Background: an optimization exercise with open tools, aiming at small area and a short achievable clock period. Do not read the settings as production practice. Only simulation tests tie the RTL to the original design; equivalence was not proved. The clock input has no modelled driver; a real chip could not lean on it and would need a root buffer or a full tree. Power is estimated from default activity; no workload was simulated.

==> trial 70: inputs <==
==> flow/design.v (excerpt) <==
module conv( input clk, input data_in, input [1:0]row_in, input [1:0]col_in,
input signed [7:0]data, output reg signed [7:0]out );
==> flow/config.mk <==
export PLATFORM = sky130hd
export DESIGN_NAME = conv
export DESIGN_NICKNAME = conv
export VERILOG_FILES = /design/flow/design.v
export SDC_FILE = /design/flow/constraint.sdc
export NUM_CORES = 4
export LEC_CHECK = 0
export CAP_MARGIN = 20
export CORE_MARGIN = 2
export CORE_UTILIZATION = 40
export SLEW_MARGIN = 20
==> flow/constraint.sdc <==
create_clock -name core_clock -period 6.0 [get_ports {clk}]
set_input_delay 1.2000 -clock core_clock [delete_from_list [all_inputs] [get_ports {clk}]]
set_output_delay 1.2000 -clock core_clock [all_outputs]
set_load 0.01 [all_outputs]
standard.sh (not shown) runs the stock make flow with config.mk's settings and CLKGATE_MAP_FILE= SYNTH_SCRIPT=/design/flow/synth_recipe.tcl, a recipe that flattens the netlist after the stock synthesis.
==> flow/flow/run.sh <==
#!/bin/bash
# The standard ORFS flow (the standard.sh) with these changes:
#  - synthesis without Yosys's early ABC pass (SYNTH_ARGS=-noabc), ABC area script;
#  - extra don't-use cells: 
#  - port buffers of a chosen cell;
#  - flow/skew.tcl after clock tree synthesis: optionally (TREE_N > 0) it first
#    replaces the clock tree by TREE_N buffers on the clock port (flow/tree.tcl); which delays the clock of the out
#    register (useful skew for the paths from the window registers into it).
# The full output of the tools goes to standard.log here (ORFS's own logs are under orfs/logs).
export SKEW_DRV_CELL=sky130_fd_sc_hd__clkbuf_4
export SKEW_REPAIR_GAIN=0
export SKEW_OUT_MARGIN=0
export TREE_N=4
export SKEW_INPUT_EXTRA=0.1
export SKEW_DE_FANOUT=4
export SKEW_DE_BUF=sky130_fd_sc_hd__buf_4
export TREE_CELL=sky130_fd_sc_hd__clkbuf_8
# The platform's don't-use list, then the extra cells.
DU="sky130_fd_sc_hd__lpflow_bleeder_1 sky130_fd_sc_hd__lpflow_clkbufkapwr_1 sky130_fd_sc_hd__lpflow_clkbufkapwr_16 sky130_fd_sc_hd__lpflow_clkbufkapwr_2 sky130_fd_sc_hd__lpflow_clkbufkapwr_4 sky130_fd_sc_hd__lpflow_clkbufkapwr_8 sky130_fd_sc_hd__lpflow_clkinvkapwr_1 sky130_fd_sc_hd__lpflow_clkinvkapwr_16 sky130_fd_sc_hd__lpflow_clkinvkapwr_2 sky130_fd_sc_hd__lpflow_clkinvkapwr_4 sky130_fd_sc_hd__lpflow_clkinvkapwr_8 sky130_fd_sc_hd__lpflow_decapkapwr_12 sky130_fd_sc_hd__lpflow_decapkapwr_3 sky130_fd_sc_hd__lpflow_decapkapwr_4 sky130_fd_sc_hd__lpflow_decapkapwr_6 sky130_fd_sc_hd__lpflow_decapkapwr_8 sky130_fd_sc_hd__lpflow_inputiso0n_1 sky130_fd_sc_hd__lpflow_inputiso0p_1 sky130_fd_sc_hd__lpflow_inputiso1n_1 sky130_fd_sc_hd__lpflow_inputiso1p_1 sky130_fd_sc_hd__lpflow_inputisolatch_1 sky130_fd_sc_hd__lpflow_isobufsrc_1 sky130_fd_sc_hd__lpflow_isobufsrc_16 sky130_fd_sc_hd__lpflow_isobufsrc_2 sky130_fd_sc_hd__lpflow_isobufsrc_4 sky130_fd_sc_hd__lpflow_isobufsrc_8 sky130_fd_sc_hd__lpflow_isobufsrckapwr_16 sky130_fd_sc_hd__lpflow_lsbuf_lh_hl_isowell_tap_1 sky130_fd_sc_hd__lpflow_lsbuf_lh_hl_isowell_tap_2 sky130_fd_sc_hd__lpflow_lsbuf_lh_hl_isowell_tap_4 sky130_fd_sc_hd__lpflow_lsbuf_lh_isowell_4 sky130_fd_sc_hd__lpflow_lsbuf_lh_isowell_tap_1 sky130_fd_sc_hd__lpflow_lsbuf_lh_isowell_tap_2 sky130_fd_sc_hd__lpflow_lsbuf_lh_isowell_tap_4 sky130_fd_sc_hd__probe_p_8 sky130_fd_sc_hd__probec_p_8  "
bash standard.sh DONT_USE_CELLS="$DU" SYNTH_ARGS=-noabc ABC_AREA=1 BUFFER_PORTS_ARGS='-buffer_cell sky130_fd_sc_hd__buf_2' CORE_UTILIZATION=60 HOLD_SLACK_MARGIN=0.1 HOLD_SLACK_MARGIN=0.2 POST_CTS_TCL=$PWD/flow/skew.tcl finish > standard.log 2>&1
Other scripts of this flow, unchanged in this note and not shown: flow/flow/skew.tcl, flow/flow/tree.tcl
==> trial 3: changes against trial 70 <==
==> flow/flow/run.sh (replaced) <==
#!/bin/bash
# The standard ORFS flow (the standard.sh) with these changes:
#  - synthesis without Yosys's early ABC pass (SYNTH_ARGS=-noabc), ABC area script;
#  - extra don't-use cells: sky130_fd_sc_hd__ha_1 sky130_fd_sc_hd__ha_2 sky130_fd_sc_hd__ha_4
#  - port buffers of a chosen cell;
#  - flow/skew.tcl after clock tree synthesis: optionally (TREE_N > 0) it first
#    replaces the clock tree by TREE_N buffers on the clock port (flow/tree.tcl); which delays the clock of the out
#    register (useful skew for the paths from the window registers into it).
# The full output of the tools goes to standard.log here (ORFS's own logs are under orfs/logs).
export SKEW_DRV_CELL=sky130_fd_sc_hd__clkbuf_4
export SKEW_REPAIR_GAIN=0
export SKEW_OUT_MARGIN=0
export TREE_N=4
export SKEW_INPUT_EXTRA=0.1
export SKEW_DE_FANOUT=4
export SKEW_DE_BUF=sky130_fd_sc_hd__buf_4
export TREE_CELL=sky130_fd_sc_hd__clkbuf_8
# The platform's don't-use list, then the extra cells.
DU="sky130_fd_sc_hd__lpflow_bleeder_1 sky130_fd_sc_hd__lpflow_clkbufkapwr_1 sky130_fd_sc_hd__lpflow_clkbufkapwr_16 sky130_fd_sc_hd__lpflow_clkbufkapwr_2 sky130_fd_sc_hd__lpflow_clkbufkapwr_4 sky130_fd_sc_hd__lpflow_clkbufkapwr_8 sky130_fd_sc_hd__lpflow_clkinvkapwr_1 sky130_fd_sc_hd__lpflow_clkinvkapwr_16 sky130_fd_sc_hd__lpflow_clkinvkapwr_2 sky130_fd_sc_hd__lpflow_clkinvkapwr_4 sky130_fd_sc_hd__lpflow_clkinvkapwr_8 sky130_fd_sc_hd__lpflow_decapkapwr_12 sky130_fd_sc_hd__lpflow_decapkapwr_3 sky130_fd_sc_hd__lpflow_decapkapwr_4 sky130_fd_sc_hd__lpflow_decapkapwr_6 sky130_fd_sc_hd__lpflow_decapkapwr_8 sky130_fd_sc_hd__lpflow_inputiso0n_1 sky130_fd_sc_hd__lpflow_inputiso0p_1 sky130_fd_sc_hd__lpflow_inputiso1n_1 sky130_fd_sc_hd__lpflow_inputiso1p_1 sky130_fd_sc_hd__lpflow_inputisolatch_1 sky130_fd_sc_hd__lpflow_isobufsrc_1 sky130_fd_sc_hd__lpflow_isobufsrc_16 sky130_fd_sc_hd__lpflow_isobufsrc_2 sky130_fd_sc_hd__lpflow_isobufsrc_4 sky130_fd_sc_hd__lpflow_isobufsrc_8 sky130_fd_sc_hd__lpflow_isobufsrckapwr_16 sky130_fd_sc_hd__lpflow_lsbuf_lh_hl_isowell_tap_1 sky130_fd_sc_hd__lpflow_lsbuf_lh_hl_isowell_tap_2 sky130_fd_sc_hd__lpflow_lsbuf_lh_hl_isowell_tap_4 sky130_fd_sc_hd__lpflow_lsbuf_lh_isowell_4 sky130_fd_sc_hd__lpflow_lsbuf_lh_isowell_tap_1 sky130_fd_sc_hd__lpflow_lsbuf_lh_isowell_tap_2 sky130_fd_sc_hd__lpflow_lsbuf_lh_isowell_tap_4 sky130_fd_sc_hd__probe_p_8 sky130_fd_sc_hd__probec_p_8  sky130_fd_sc_hd__ha_1 sky130_fd_sc_hd__ha_2 sky130_fd_sc_hd__ha_4"
bash standard.sh DONT_USE_CELLS="$DU" SYNTH_ARGS=-noabc ABC_AREA=1 BUFFER_PORTS_ARGS='-buffer_cell sky130_fd_sc_hd__buf_2' CORE_UTILIZATION=60 HOLD_SLACK_MARGIN=0.1 HOLD_SLACK_MARGIN=0.2 CORE_UTILIZATION=50 POST_CTS_TCL=$PWD/flow/skew.tcl finish > standard.log 2>&1
==> build 53: changes against trial 70 <==
==> flow/flow/run.sh (replaced) <==
#!/bin/bash
# The standard ORFS flow (the standard.sh) with these changes:
#  - synthesis without Yosys's early ABC pass (SYNTH_ARGS=-noabc), ABC area script;
#  - extra don't-use cells: sky130_fd_sc_hd__ha_1 sky130_fd_sc_hd__ha_2 sky130_fd_sc_hd__ha_4
#  - port buffers of a chosen cell;
#  - flow/skew.tcl after clock tree synthesis: optionally (TREE_N > 0) it first
#    replaces the clock tree by TREE_N buffers on the clock port (flow/tree.tcl); which delays the clock of the out
#    register (useful skew for the paths from the window registers into it).
# The full output of the tools goes to standard.log here (ORFS's own logs are under orfs/logs).
export SKEW_DRV_CELL=sky130_fd_sc_hd__clkbuf_4
export SKEW_REPAIR_GAIN=0
export SKEW_OUT_MARGIN=0
export TREE_N=4
export SKEW_INPUT_EXTRA=0.1
export SKEW_DE_FANOUT=4
export SKEW_DE_BUF=sky130_fd_sc_hd__buf_4
export TREE_CELL=sky130_fd_sc_hd__clkbuf_8
# The platform's don't-use list, then the extra cells.
DU="sky130_fd_sc_hd__lpflow_bleeder_1 sky130_fd_sc_hd__lpflow_clkbufkapwr_1 sky130_fd_sc_hd__lpflow_clkbufkapwr_16 sky130_fd_sc_hd__lpflow_clkbufkapwr_2 sky130_fd_sc_hd__lpflow_clkbufkapwr_4 sky130_fd_sc_hd__lpflow_clkbufkapwr_8 sky130_fd_sc_hd__lpflow_clkinvkapwr_1 sky130_fd_sc_hd__lpflow_clkinvkapwr_16 sky130_fd_sc_hd__lpflow_clkinvkapwr_2 sky130_fd_sc_hd__lpflow_clkinvkapwr_4 sky130_fd_sc_hd__lpflow_clkinvkapwr_8 sky130_fd_sc_hd__lpflow_decapkapwr_12 sky130_fd_sc_hd__lpflow_decapkapwr_3 sky130_fd_sc_hd__lpflow_decapkapwr_4 sky130_fd_sc_hd__lpflow_decapkapwr_6 sky130_fd_sc_hd__lpflow_decapkapwr_8 sky130_fd_sc_hd__lpflow_inputiso0n_1 sky130_fd_sc_hd__lpflow_inputiso0p_1 sky130_fd_sc_hd__lpflow_inputiso1n_1 sky130_fd_sc_hd__lpflow_inputiso1p_1 sky130_fd_sc_hd__lpflow_inputisolatch_1 sky130_fd_sc_hd__lpflow_isobufsrc_1 sky130_fd_sc_hd__lpflow_isobufsrc_16 sky130_fd_sc_hd__lpflow_isobufsrc_2 sky130_fd_sc_hd__lpflow_isobufsrc_4 sky130_fd_sc_hd__lpflow_isobufsrc_8 sky130_fd_sc_hd__lpflow_isobufsrckapwr_16 sky130_fd_sc_hd__lpflow_lsbuf_lh_hl_isowell_tap_1 sky130_fd_sc_hd__lpflow_lsbuf_lh_hl_isowell_tap_2 sky130_fd_sc_hd__lpflow_lsbuf_lh_hl_isowell_tap_4 sky130_fd_sc_hd__lpflow_lsbuf_lh_isowell_4 sky130_fd_sc_hd__lpflow_lsbuf_lh_isowell_tap_1 sky130_fd_sc_hd__lpflow_lsbuf_lh_isowell_tap_2 sky130_fd_sc_hd__lpflow_lsbuf_lh_isowell_tap_4 sky130_fd_sc_hd__probe_p_8 sky130_fd_sc_hd__probec_p_8  sky130_fd_sc_hd__ha_1 sky130_fd_sc_hd__ha_2 sky130_fd_sc_hd__ha_4"
bash standard.sh DONT_USE_CELLS="$DU" SYNTH_ARGS=-noabc ABC_AREA=1 BUFFER_PORTS_ARGS='-buffer_cell sky130_fd_sc_hd__buf_2' CORE_UTILIZATION=60 HOLD_SLACK_MARGIN=0.1 HOLD_SLACK_MARGIN=0.2 CORE_UTILIZATION=75 POST_CTS_TCL=$PWD/flow/skew.tcl finish > standard.log 2>&1
==> qor summary <==
|  | trial 3 | trial 70 | build 53 |
|---|---|---|---|
| DR vias | 1698 | 1712 | 1953 |
| Fin crit share | 41.15% | 42.21% | 42.83% |
| Sequential share of the synthesized area | 55.85% | 54.31% | 55.85% |
| Reg2reg start | x20[6]$_DFFE_PP_ | x20[5]$_DFFE_PP_ | x20[6]$_DFFE_PP_ |
| Max_slew headroom | 80.88% | 85.09% | 67.94% |
| Standard cell core area | 0.005507 mm2 | 0.004723 mm2 | 0.003661 mm2 |
| Outcome | no timing/DRC/antenna violations | no timing/DRC/antenna violations | no timing/DRC/antenna violations |
| Count of different cell masters after synthesis | 21 | 19 | 21 |
| Dominant cell by count in the synthesized netlist | sky130_fd_sc_hd__nand2_1 | sky130_fd_sc_hd__edfxtp_1 | sky130_fd_sc_hd__nand2_1 |
| Post-DR vias/cell | 4.979 | 5.141 | 6.084 |
| Number of global-route vias before repair | 1853 | 1802 | 2089 |
| Endpoint of the most critical setup path | out[2] | out[4] | out[3]$_DFF_P_ |
| Power consumed by sequential cells | 0.000462 W | 0.000472 W | 0.000461 W |
| Depth of the worst register-to-register path | 14 | 11 | 14 |
| Detailed-routing iteration count for the pre-antenna-repair pass | 4 | 4 | 5 |
| Share of the final layout cell area in multi-input gates | 36.82% | 37.27% | 37.09% |
| FILL cells | 461 | 340 | 146 |
| Stage delay of the slowest cell on the critical path | 0.35 ns | 0.35 ns | 0.61 ns |
| Setup clock skew after layout | 0.6492 ns | 0.7254 ns | 0.6372 ns |
| Setup ws final | 3.531 ns | 3.467 ns | 3.430 ns |
| Share of power burned in registers | 53.6% | 52.0% | 52.1% |
| Proportion of netlist area held by the largest area contributor | 50.26% | 48.88% | 50.26% |
| Combinational power share | 26.0% | 28.6% | 28.4% |
| Critical path capture point type | primary output | primary output | register |

## re-timing with driven ports
In the flow no input, the clock included, has a driving cell. The finished layouts below were timed again as built, in two steps. Step 1 (the two cells are an assumption about what drives the block):
set clk [get_ports {clk}]
set_driving_cell -lib_cell sky130_fd_sc_hd__clkbuf_16 $clk
set_driving_cell -lib_cell sky130_fd_sc_hd__buf_2 [delete_from_list [all_inputs] $clk]
Step 2, shift: input delay + t, output delay - t, t = (earliest + latest rising clock arrival at the registers) / 2. This alone moves slack from input paths to output paths. a / b / c = ideal ports / drivers / drivers and shift; a / b = the first two.
run	t, ns	slack for setup (ns)	worst setup path after step 2	clock arrival spread, ns
trial 70	0.542	3.467 / 3.411 / 3.044	input to register	0.726 / 0.725
trial 3	0.517	3.531 / 3.470 / 3.140	input to register	0.649 / 0.649
build 53	0.497	3.430 / 3.430 / 3.090	input to register	0.637 / 0.637
Clock arrivals are far apart in every run listed, so t is only a midpoint there and step 2 fits no single register. The setup slack of trial 70, which loses most, moves by -0.056 ns with the drivers and by -0.423 ns with both steps.
